This is an optimization exercise on Yosys and OpenROAD, whose aim is small area, not a production implementation. Function was checked by simulation only, so behaviour that the tests miss may differ from the original. No activity file was given, so power comes from the tool's default toggle rates.

`flow/design.v`:
```
`timescale 1ns / 1ps
module SevenSegmentLED_(clk,rst,AN_In,C_In,AN_Out,C_Out);
input clk,rst;
input [55:0] C_In;
input [7:0] AN_In;
output reg [7:0] AN_Out;
output reg [6:0] C_Out;
reg [2:0] LEDCounter;
reg [16:0] clkCounter;
reg slowClk;
parameter TOGGLE = 17'd100;  
wire slow_tick = ~slowClk & (clkCounter != TOGGLE) & (clkCounter > TOGGLE/2);
always @ (posedge clk or posedge rst)
begin
    if(rst)
    begin
        AN_Out <= 0;
        C_Out <= 0;
        LEDCounter <= 0;
    end
    else if(slow_tick)
    begin
        LEDCounter <= LEDCounter + 1;
        AN_Out <= ~((8'd1 << LEDCounter)&AN_In);
        C_Out <= ~C_In[LEDCounter*7+:7];
    end
end
always @ (posedge clk or posedge rst)
begin
    if(rst)
    begin
        clkCounter <= 0;
        slowClk <= 0;
    end
    else
    begin
        if(clkCounter == TOGGLE)
        begin
            slowClk <= 0;
            clkCounter <= 0;
        end
        else if(clkCounter > TOGGLE/2)
        begin
            slowClk <= 1;
            clkCounter <= clkCounter + 1;
        end
        else
        begin
            slowClk <= 0;
            clkCounter <= clkCounter + 1;
        end
    end
end
endmodule
`timescale 1ns / 1ps
module SevenLEDDemo_(clk,rst,squash,p0,p1,AN_Out,C_Out);
input clk,rst;
input squash;
input [1:0] p0;
input [1:0] p1;
output [7:0] AN_Out;
output [6:0] C_Out;
reg [7:0] AN_In;
reg [55:0] C_In;
parameter ONE = 7'b0000110, TWO= 7'b1011011, THREE=7'b1001111,P=7'b1110011, ZERO=7'b0111111;
SevenSegmentLED_ SevenSegmentLED(.clk(clk),.rst(rst),.AN_In(AN_In),.C_In(C_In),.AN_Out(AN_Out),.C_Out(C_Out));
always @ (posedge clk or posedge rst)
begin
    if(rst)
    begin
        AN_In <= 8'h0;
        C_In <= 56'h0;
    end
    else
    begin
        AN_In <= 8'b10011001;
        if (p0==2'b00 && p1==2'b00&& squash==0)
        C_In<= {ZERO,7'd0,ZERO,7'd0,7'd0,ZERO,7'd0,ZERO};
        else if (p0==2'b00 && p1==2'b01&& squash==0)
        C_In<= {ZERO,7'd0,7'd0,7'd0,7'd0,ONE,7'd0,ONE};
        else if (p0==2'b00 && p1==2'b10&& squash==0)
        C_In<= {ZERO,7'd0,ZERO,7'd0,7'd0,TWO,7'd0,TWO};
         else if (p0==2'b00 && p1==2'b11&& squash==0)
        C_In<= {ZERO,7'd0,ZERO,P,TWO,THREE,7'd0,THREE};
         else if (p0==2'b01 && p1==2'b00&& squash==0)
        C_In<= {ONE,7'd0,ONE,7'd0,7'd0,ZERO,7'd0,ZERO};
        else if (p0==2'b01 && p1==2'b01&& squash==0)
        C_In<= {ONE,7'd0,ONE,7'd0,7'd0,ONE,7'd0,ONE};
        else if (p0==2'b01 && p1==2'b10&& squash==0)
        C_In<= {ONE,7'd0,ONE,7'd0,7'd0,TWO,7'd0,TWO};
        else if (p0==2'b01 && p1==2'b11&& squash==0)
        C_In<= {ONE,7'd0,ONE,P,TWO,THREE,7'd0,THREE};
        else if (p0==2'b10 && p1==2'b00&& squash==0)
        C_In<= {TWO,7'd0,TWO,7'd0,7'd0,ZERO,7'd0,ZERO};
        else if (p0==2'b10 && p1==2'b01&& squash==0)
        C_In<= {TWO,7'd0,TWO,7'd0,7'd0,ONE,7'd0,ONE};
        else if (p0==2'b10 && p1==2'b10&& squash==0)
        C_In<= {TWO,7'd0,TWO,7'd0,7'd0,TWO,7'd0,TWO};
        else if (p0==2'b10 && p1==2'b11&& squash==0)
        C_In<= {TWO,7'd0,TWO,P,TWO,THREE,7'd0,THREE};
        else if (p0==2'b11 && p1==2'b00&& squash==0)
        C_In<= {THREE,7'd0,THREE,P,ONE,ZERO,7'd0,ZERO};
        else if (p0==2'b11 && p1==2'b01&& squash==0)
        C_In<= {THREE,7'd0,THREE,P,ONE,ONE,7'd0,ONE};
        else if (p0==2'b11 && p1==2'b10 && squash==0)
        C_In<= {THREE,7'd0,THREE,P,ONE,TWO,7'd0,TWO};
      else
      begin
      AN_In <= 8'b10000000;
      if (squash==1 && p0==2'b00)
        C_In<= {ZERO,7'd0,7'd0,7'd0,7'd0,7'd0,7'd0,7'd0};
        else if (squash==1 && p0==2'b01)
        C_In<= {ONE,7'd0,7'd0,7'd0,7'd0,7'd0,7'd0,7'd0};
         else if (squash==1 && p0==2'b10)
        C_In<= {TWO,7'd0,7'd0,7'd0,7'd0,7'd0,7'd0,7'd0};
         else if (squash==1 && p0==2'b11)
        C_In<= {THREE,7'd0,7'd0,7'd0,7'd0,7'd0,7'd0,7'd0};
        end
      end
     end
endmodule
`timescale 1ns / 1ps
module clk_divider_(
input clk_in,
input rst,
input [25:0] ball_speed,
output reg divided_clk,
output tick  
    );
assign tick = (cnt==ball_speed) & ~divided_clk;
reg[25:0] cnt;
always@(posedge clk_in or posedge rst)
begin
if (rst==1) begin
cnt <= 0;
divided_clk <= 0;
end
else begin
if (cnt==ball_speed) begin
cnt <= 0;
divided_clk <= ~divided_clk;
end
else begin
cnt <= cnt +1;
divided_clk <= divided_clk;
end
end
end
endmodule
`timescale 1ns / 1ps
module lights2_(
    input clock, reset,
    input tick,  
    input squash,
    input [1:0] hits,  
    output reg [4:0] out,  
    output reg [15:0] state,
    output reg [2:0] score0,
    output reg [2:0] score1,
    output reg [25:0] ball_speed
    );
    reg fwd;  
    reg server;  
    reg [1:0] er0;
    reg [1:0] er1;
    reg [2:0] s0, s1;  
    reg [1:0] e0, e1;
    parameter  [25:0] initial_value=26'd400;
    parameter [25:0] change_in_value= 26'd80;
    always@(posedge clock or posedge reset) begin
            if(reset==1'b1) begin
                    state <= 1'b1;
                    fwd <= 1'b0;
                    server <= 1'b0;
                    out <= 1'b0;
                    er0 <= 1'b0;
                    er1 <= 1'b0;
                    score0 <= 1'b0;
                    score1 <= 1'b0;
                    ball_speed <= initial_value;
            end
            else if(tick) begin
            s0 = score0; s1 = score1; e0 = er0; e1 = er1;
            if(e0==2'b11) begin
                    e0 = 2'b00;
                    e1 = 2'b00;
                    if(squash==1'b1) begin
                        state <= 16'b0000000000000001;
                        fwd <= 1'b0;
                        s0 = 1'b0;
                        s1 = 1'b0;
                        ball_speed <= initial_value;
                    end
                    else if(squash==1'b0) begin
                        state <= 16'b1000000000000000;
                        fwd <= 1'b1;
                        s1 = s1 + 1'b1;
                       ball_speed <= initial_value;
                    end
            end
            else if(e1==2'b11) begin
                    e0 = 2'b00;
                    e1 = 2'b00;
                    state <= 16'b0000000000000001;
                    ball_speed <= initial_value;
                    fwd <= 1'b0;
                    s0 = s0 + 1'b1;
            end
            else if(s0==2'b11 & state!=16'b0000000000000000) begin
                    state <= 16'b0000000000000000;
                    e0 = 2'b00;
                    e1 = 2'b00;
                   ball_speed <= initial_value;
            end
            else if(s1==2'b11 & state!=16'b1111111111111111) begin
                    state <= 16'b1111111111111111;
                    e0 = 2'b00;
                    e1 = 2'b00;
                    ball_speed <= initial_value;
            end
            else begin
                    if(state==16'b0000000000000001) begin
                            if(fwd==1'b1) begin
                                if(hits[0]==1'b1) begin 
                                        fwd <= 1'b0;
                                        state <= state * 2'b10;
                                        out[4] <= 1'b1;
                                        if (ball_speed > (change_in_value + change_in_value))
                                        ball_speed <= ball_speed-change_in_value;
                                        if(squash==1'b1)begin
                                            s0 = s0 + 2'b01;
                                        end
                                end
                                else if(hits[0]==1'b0) begin 
                                         s1 = s1 + 1'b1;
                                            if(squash==1'b0)begin
                                                if(server==1'b0)begin
                                                    state <= 16'b0000000000000001;
                                                    fwd <= 1'b0;
                                                    server<=1'b1;
                                                     ball_speed <= initial_value;
                                                     end
                                                    else if (squash==1'b1) begin
                                                    if (state==16'b0000000000000001 && fwd==1'b1 && hits[0]==1'b0)
                                                     s0 =1'b0;
                                                     s1 = 1'b0;
                                                     state <= 16'b0000000000000001;
                                                    fwd <= 1'b0;
                                                    server<=1'b0;
                                                    ball_speed <= initial_value;
                                                end
                                                else if(server==1'b1)begin
                                                    state <= 16'b1000000000000000;
                                                    fwd <= 1'b1;
                                                    server<=1'b1;
                                                     ball_speed <= initial_value;
                                                end
                                            end
                                            else if(squash==1'b1)begin
                                                state <= 16'b0000000000000001;
                                                fwd <= 1'b0;
                                                server<=1'b0;
                                                s0= 1'b0;
                                                s1= 1'b0;
                                                ball_speed <= initial_value;
                                            end
                                end
                                end
                            else if(fwd==1'b0) begin
                                if(hits[0]==1'b1)
                                    state<=state*2'b10;
                            end
                    end
                    else if(state==16'b1000000000000000) begin
                            if(squash==1'b1) begin  
                                    state <= state / 2'b10;
                                    fwd <= 1'b1;
                            end
                            else if(squash==1'b0) begin 
                                if(fwd==1'b0) begin
                                        if(hits[1]==1'b1) begin 
                                            fwd <= 1'b1;
                                            state <= state / 2'b10;
                                            out[4] <= 1'b1;
                                            if (ball_speed > (change_in_value + change_in_value))
                                        ball_speed <= ball_speed-change_in_value;
                                        end
                                        else if(hits[1]==1'b0) begin 
                                            s0 = s0 + 1'b1;
                                            if(server==1'b0)begin
                                                state <= 16'b0000000000000001;
                                                fwd <= 1'b0;
                                                server<=1'b1;
                                                ball_speed <= initial_value;
                                            end
                                            else if(server==1'b1)begin
                                                state <= 16'b1000000000000000;
                                                fwd <= 1'b1;
                                                server<=1'b1;
                                                ball_speed <= initial_value;
                                            end
                                        end
                                        end
                                 else if(fwd==1'b1)begin
                                        if(hits[1]==1'b1)begin
                                            state <= state / 2'b10;
                                            if (ball_speed > (change_in_value + change_in_value))
                                        ball_speed <= ball_speed-change_in_value;
                                        end
                                 end
                            end
                    end
                    else if(state==16'b0000000000000000)begin
                        if(squash==1'b0)begin
                            if(hits[0]==1'b1 | hits[1]==1'b1)begin  
                                    state <= 16'b1000000000000000; 
                                    fwd <= 1'b1;
                                    s0 = 1'b0;
                                    s1 = 1'b0;
                                    ball_speed <= initial_value;
                            end
                        end
                        else if(squash==1'b1)begin
                            if(hits[0]==1'b1 | hits[1]==1'b1)begin  
                                    state <= 16'b0000000000000001; 
                                    fwd <= 1'b0;
                                    s0 = 1'b0;
                                    s1 = 1'b0;
                                    ball_speed <= initial_value;
                            end
                        end
                    end
                    else if(state==16'b1111111111111111) begin
                            if(hits[0]==1'b1 | hits[1]==1'b1)begin  
                                    state <= 16'b0000000000000001; 
                                    fwd <= 1'b0;
                                    s0 = 1'b0;
                                    s1 = 1'b0;
                                    ball_speed <= initial_value;
                            end
                    end
                    else begin
                           if(fwd==1'b0)
                         state <= state * 2'b10;
                      else if(fwd==1'b1)
                         state <= state / 2'b10;
                  if(hits[0] == 1'b1)
                              e0 = e0 + 1'b1;
                      if(hits[1] == 1'b1)
                              e1 = e1 + 1'b1;
                    end
            end
            score0 <= s0; score1 <= s1; er0 <= e0; er1 <= e1;
            end
    end
endmodule
`timescale 1ns / 1ps
module newfinalmodule2_(clk, squash, reset, hits, lights_tolight, AN_Out, C_Out);
    input clk, squash, reset;
    input [1:0] hits;
    output [15:0] lights_tolight;
    output [7:0] AN_Out;
    output [6:0] C_Out;
    wire [7:0] scoredisp0, scoredisp1;
    wire [25:0] ball_speed;
    wire [27:0] clkspeed;
    wire clktolights, lights_tick;
    wire [4:0] out;
    lights2_ LIGHTS(.clock(clk), .tick(lights_tick), .squash(squash), .reset(reset), .hits(hits), .out(out), .state(lights_tolight), .score0(scoredisp0) , .score1(scoredisp1), .ball_speed(ball_speed));
    clk_divider_ MAINCLK(.clk_in(clk), .rst(reset), .ball_speed(ball_speed), .divided_clk(clktolights), .tick(lights_tick));
    SevenLEDDemo_ DISPLAY(.clk(clk), .rst(reset) ,.squash(squash), .p0(scoredisp0) , .p1(scoredisp1) , .AN_Out(AN_Out) , .C_Out(C_Out));
endmodule
```
`flow/constraint.sdc`:
```
create_clock -name core_clock -period 10.0 [get_ports {clk}]
set_input_delay 2.0000 -clock core_clock [delete_from_list [all_inputs] [get_ports {clk}]]
set_output_delay 2.0000 -clock core_clock [all_outputs]
set_load 0.01 [all_outputs]
```
`flow/run.sh`:
```
#!/bin/bash
# synth_recipe.tcl (not shown) runs the flow's synth.tcl, then flattens the netlist and writes it again
# the make line also repeats each setting of config.mk as NAME=value (left out here)
make -C /OpenROAD-flow-scripts/flow DESIGN_CONFIG=/design/flow/config.mk WORK_HOME=/design/flow/orfs CLKGATE_MAP_FILE= SYNTH_SCRIPT=/design/flow/synth_recipe.tcl finish
```
`flow/config.mk`:
```
export PLATFORM = sky130hd
export DESIGN_NAME = newfinalmodule2_
export DESIGN_NICKNAME = newfinalmodule2_
export VERILOG_FILES = /design/flow/design.v
export SDC_FILE = /design/flow/constraint.sdc
export NUM_CORES = 4
export LEC_CHECK = 0
export CAP_MARGIN = 20
export CORE_MARGIN = 2
export CORE_UTILIZATION = 40
export SLEW_MARGIN = 20
```
==> summary.txt <==
-- kinds of logic (layout without fill, tap and decap cells) --
logic type      after synthesis  count (layout)  synth area share [%]
compound gates              196             196                  16.5
xor+xnor                     75              75                  8.28
fa+ha+maj                    24              24                  3.75
buf+inv                      85             113                  4.16
flops                       133             133                  42.0
mux                          28              28                  3.80
other cells                   1               1                0.0472
simple gates                331             331                  21.5
-- worst max-delay path, stage by stage --
cell	delay, ns
clkdlybuf4s50_1	0.73
or2_2	0.22
a41oi_1	0.08
a211oi_4	0.32
nor3_2	0.09
buf_4	0.21
or4_4	0.56
or4_1	0.41
a21oi_1	0.15
-- flip-flops by register name, summed over array words and instances, names as in the netlist, 5 cells and up --
register,flops
MAINCLK.cnt,26
LIGHTS.ball_speed,22
DISPLAY.C_In,21
DISPLAY.SevenSegmentLED.clkCounter,17
LIGHTS.state,16
DISPLAY.SevenSegmentLED.C_Out,7
DISPLAY.SevenSegmentLED.AN_Out,5
-- cell usage after synthesis, types with 5 or more instances --
cell type    n
a211oi_1     9
a21o_1      18
a21oi_1     44
a22o_1      11
a31oi_1      9
and2_1       6
and3_1      13
and4_1       5
clkbuf_1    44
dfrtp_1    129
ha_1        23
inv_1       36
mux2_2      14
mux2i_1     11
nand2_1     66
nand2b_1     8
nand3_1     30
nand4_1     16
nor2_1      92
nor2b_1     12
nor3_1      17
nor4_1      23
o21ai_0     40
o21ai_1      8
o21bai_1     5
o31ai_1      5
or2_2        7
or3_1       11
or4_1        6
xnor2_1     53
xor2_1      22
-- stage by stage --
step | total power (uW) | instance area [um^2]
global placement | 610 | 8510
floorplan | 595 | 7940
CTS | 1240 | 9100
finish | 1230 | 9100
global route | 1270 | 9100
detailed placement | 610 | 8510
-- final cells by class --
| type | count | area share [%] |
|---|---|---|
| Tap cell | 265 | 3.64 |
| Sequential cell | 133 | 36.6 |
| Inverter | 37 | 1.58 |
| Clock buffer | 17 | 4.68 |
| Multi-Input combinational cell | 655 | 47.0 |
| Clock inverter | 15 | 1.83 |
| Timing Repair Buffer | 44 | 4.59 |
-- where the power goes --
group          leakage, uW  switching, uW  internal (uW)
registers          0.00172           7.95            545
logic              0.00180           30.4           16.6
clock network     0.000288            257            374
total              0.00381            295            935
-- per-layer routing --
metal,vias up,track usage (%)
met5,-,0
met4,0,4.50
met3,14,3.82
met2,191,27.5
met1,3094,27.8
li1,3155,-
-- how the worst max path moves through the flow --
stage	start	to	slack, ns	cells past startpoint
after detailed placement	hits[0]	LIGHTS.ball_speed[24]$_DFFE_PP0P_	5.19	9
after global placement	hits[0]	LIGHTS.ball_speed[24]$_DFFE_PP0P_	5.22	9
after CTS	hits[0]	LIGHTS.ball_speed[24]$_DFFE_PP0P_	5.62	9
final	hits[0]	LIGHTS.ball_speed[24]$_DFFE_PP0P_	5.57	9
after floorplan	reset	DISPLAY.AN_In[4]$_DFF_PP0_	4.45	1
after global routing	hits[0]	LIGHTS.ball_speed[24]$_DFFE_PP0P_	5.44	9
-- cell usage in the layout, fill, tap and decap left out, types with 17 or more instances in the layout --
master | Yosys | layout
dfrtp_1 | 129 | 129
nor2_1 | 92 | 92
nand2_1 | 66 | 66
xnor2_1 | 53 | 53
a21oi_1 | 44 | 44
o21ai_0 | 40 | 40
inv_1 | 36 | 35
clkdlybuf4s50_1 | 0 | 35
nand3_1 | 30 | 30
nor4_1 | 23 | 23
ha_1 | 23 | 23
xor2_1 | 22 | 22
a21o_1 | 18 | 18
nor3_1 | 17 | 17
clkbuf_16 | 0 | 17
==> flow_summary.json <==
{
  "status": "finished clean",
  "whs_endpoint": "DISPLAY.SevenSegmentLED.AN_Out[7]$_DFFE_PP0P_",
  "drtAntennaViolNets": 0,
  "nFillCells": 1861,
  "stdcell_count": 1166,
  "hpwl_um": 12700,
  "ys_seq_area_share_pct": 42.0,
  "cts_resized": 0,
  "cts_setup_buffers": 0,
  "r2r_cells": 10,
  "num_vias": 6454,
  "drive_gt1_share_pct": 8.99,
  "max_freq_mhz": 226,
  "cp-end-kind": "flip-flop",
  "wl_met2_um": 8500,
  "die_area_um2": 21000,
  "seqCellArea_um2": 3330,
  "syn_to_final_growth_pct": 14.6,
  "cts_num_sinks": 133,
  "reg2reg_slack_ns": 6.47,
  "grt_pass1_vias": 5998,
  "cts_max_level": 4,
  "ir_worst_vdd_mv": 0.133,
  "cts_root_buffer": "clkbuf_16",
  "grt_usage_pct": 18.6,
  "whs_path_depth": 1,
  "final_util_pct": 46.7,
  "async_flop_share_pct": 100,
  "initial_utilization_pct": 40.8,
  "drv_slew": 0,
  "synth.distinct_cells": 73,
  "synth_edf_count": 0,
  "synthTopCellsByArea": "dfrtp_1 (41%), xnor2_1 (5.8%), nor2_1 (4.4%)",
  "route.detailed.drc": 0,
  "leakagePower_uw": 0.00381,
  "viasPerCell": 5.54,
  "whs_ns": 0.431,
  "yosysTopAreaCellShare_pct": 40.7,
  "crit_arrival_ns": 4.77,
  "clkTransAtPathRegs_ns": 0.07,
  "period_share_pct": 44.3,
  "fin_crit_ns": 4.43,
  "place_congestion": 0.931,
  "synth_cells": 873,
  "finalSetupTns_ns": 0,
  "dp_cells": 1134,
  "critPathKind": "input pin to flip-flop",
  "grt-ovfl-total": 0,
  "ios": 36,
  "synth_area_per_cell_um2": 9.09,
  "coreArea_um2": 19500,
  "min_from": "DISPLAY.AN_In[7]$_DFF_PP0_",
  "p_per_area_nw_per_um2": 135,
  "setup_viol": 0,
  "dieHeight_um": 145,
  "antenna_found_initial": 0,
  "maxCapViolCount": 0,
  "drt_pre_antenna_iters": 5,
  "synth-main-ff-cell": "dfrtp_1",
  "pre_cts_ws_ns": 5.19,
  "hp-class": "flip-flop to flip-flop",
  "num_rows": 51,
  "rsz0062_at_grt": "no",
  "met1_length_um": 8890,
  "nets": 916,
  "grt_max_degree": 87,
  "top_layer": "met4",
  "crit_fanout": 18,
  "dr_wl_met3_um": 1010,
  "place.port_buffers": 35,
  "syn_nets": 901,
  "skew_ns": 0.0147,
  "timing.rr.end": "LIGHTS.state[1]$_DFFE_PP0P_",
  "timing.rr.start": "MAINCLK.cnt[0]$_DFF_PP0_",
  "cts_tree": "done",
  "worst_slew_pin_slew_ns": 0.946,
  "ys_ff_latch": 133,
  "wire_per_inst_um": 15.9,
  "n_antenna_cell": 0,
  "hold_violations": 0,
  "syn_area_um2": 7940,
  "startpoint_type": "input pin",
  "cts_buffers": 17,
  "grt_pass1_wl_um": 31200,
  "drtIter0Drc": 656,
  "wl_um": 18600,
  "die_width_um": 145,
  "clk_latency_ns": 0.42,
  "critPathRequiredTime_ns": 10.34,
  "multi_input_area_um2": 4280,
  "worst_slack_ns": 5.57,
  "synth_top_area_cell": "dfrtp_1",
  "yosysWarnings": 8,
  "ctsHoldBuffers": 0,
  "clockBufferDepth": 2,
  "slew_headroom_pct": 36.7
}

==> port drivers added, routing unchanged <==
The results above use ideal ports. As a check the final layout listed here was re-extracted and re-timed, cells and wires unchanged.
Step 1 assumes that a clkbuf_16 drives the clock port and a buf_2 every other input.
Step 2 moves the port delays by t, midway between the first and last clock arrival at a register: inputs arrive t later, outputs are due t later. That takes back most of the time a late clock gives input paths.
Three values: ideal ports, drivers, drivers and shift; two values: the first two.
t (ns): 0.459
slack for setup (ns): 5.567 / 5.589 / 5.131
worst register clock-pin slew, ns: 0.07 / 0.07
After both steps setup and hold are still met in this run. For this run, drivers alone change the setup slack by +0.022 ns; drivers and shift together by -0.436 ns.
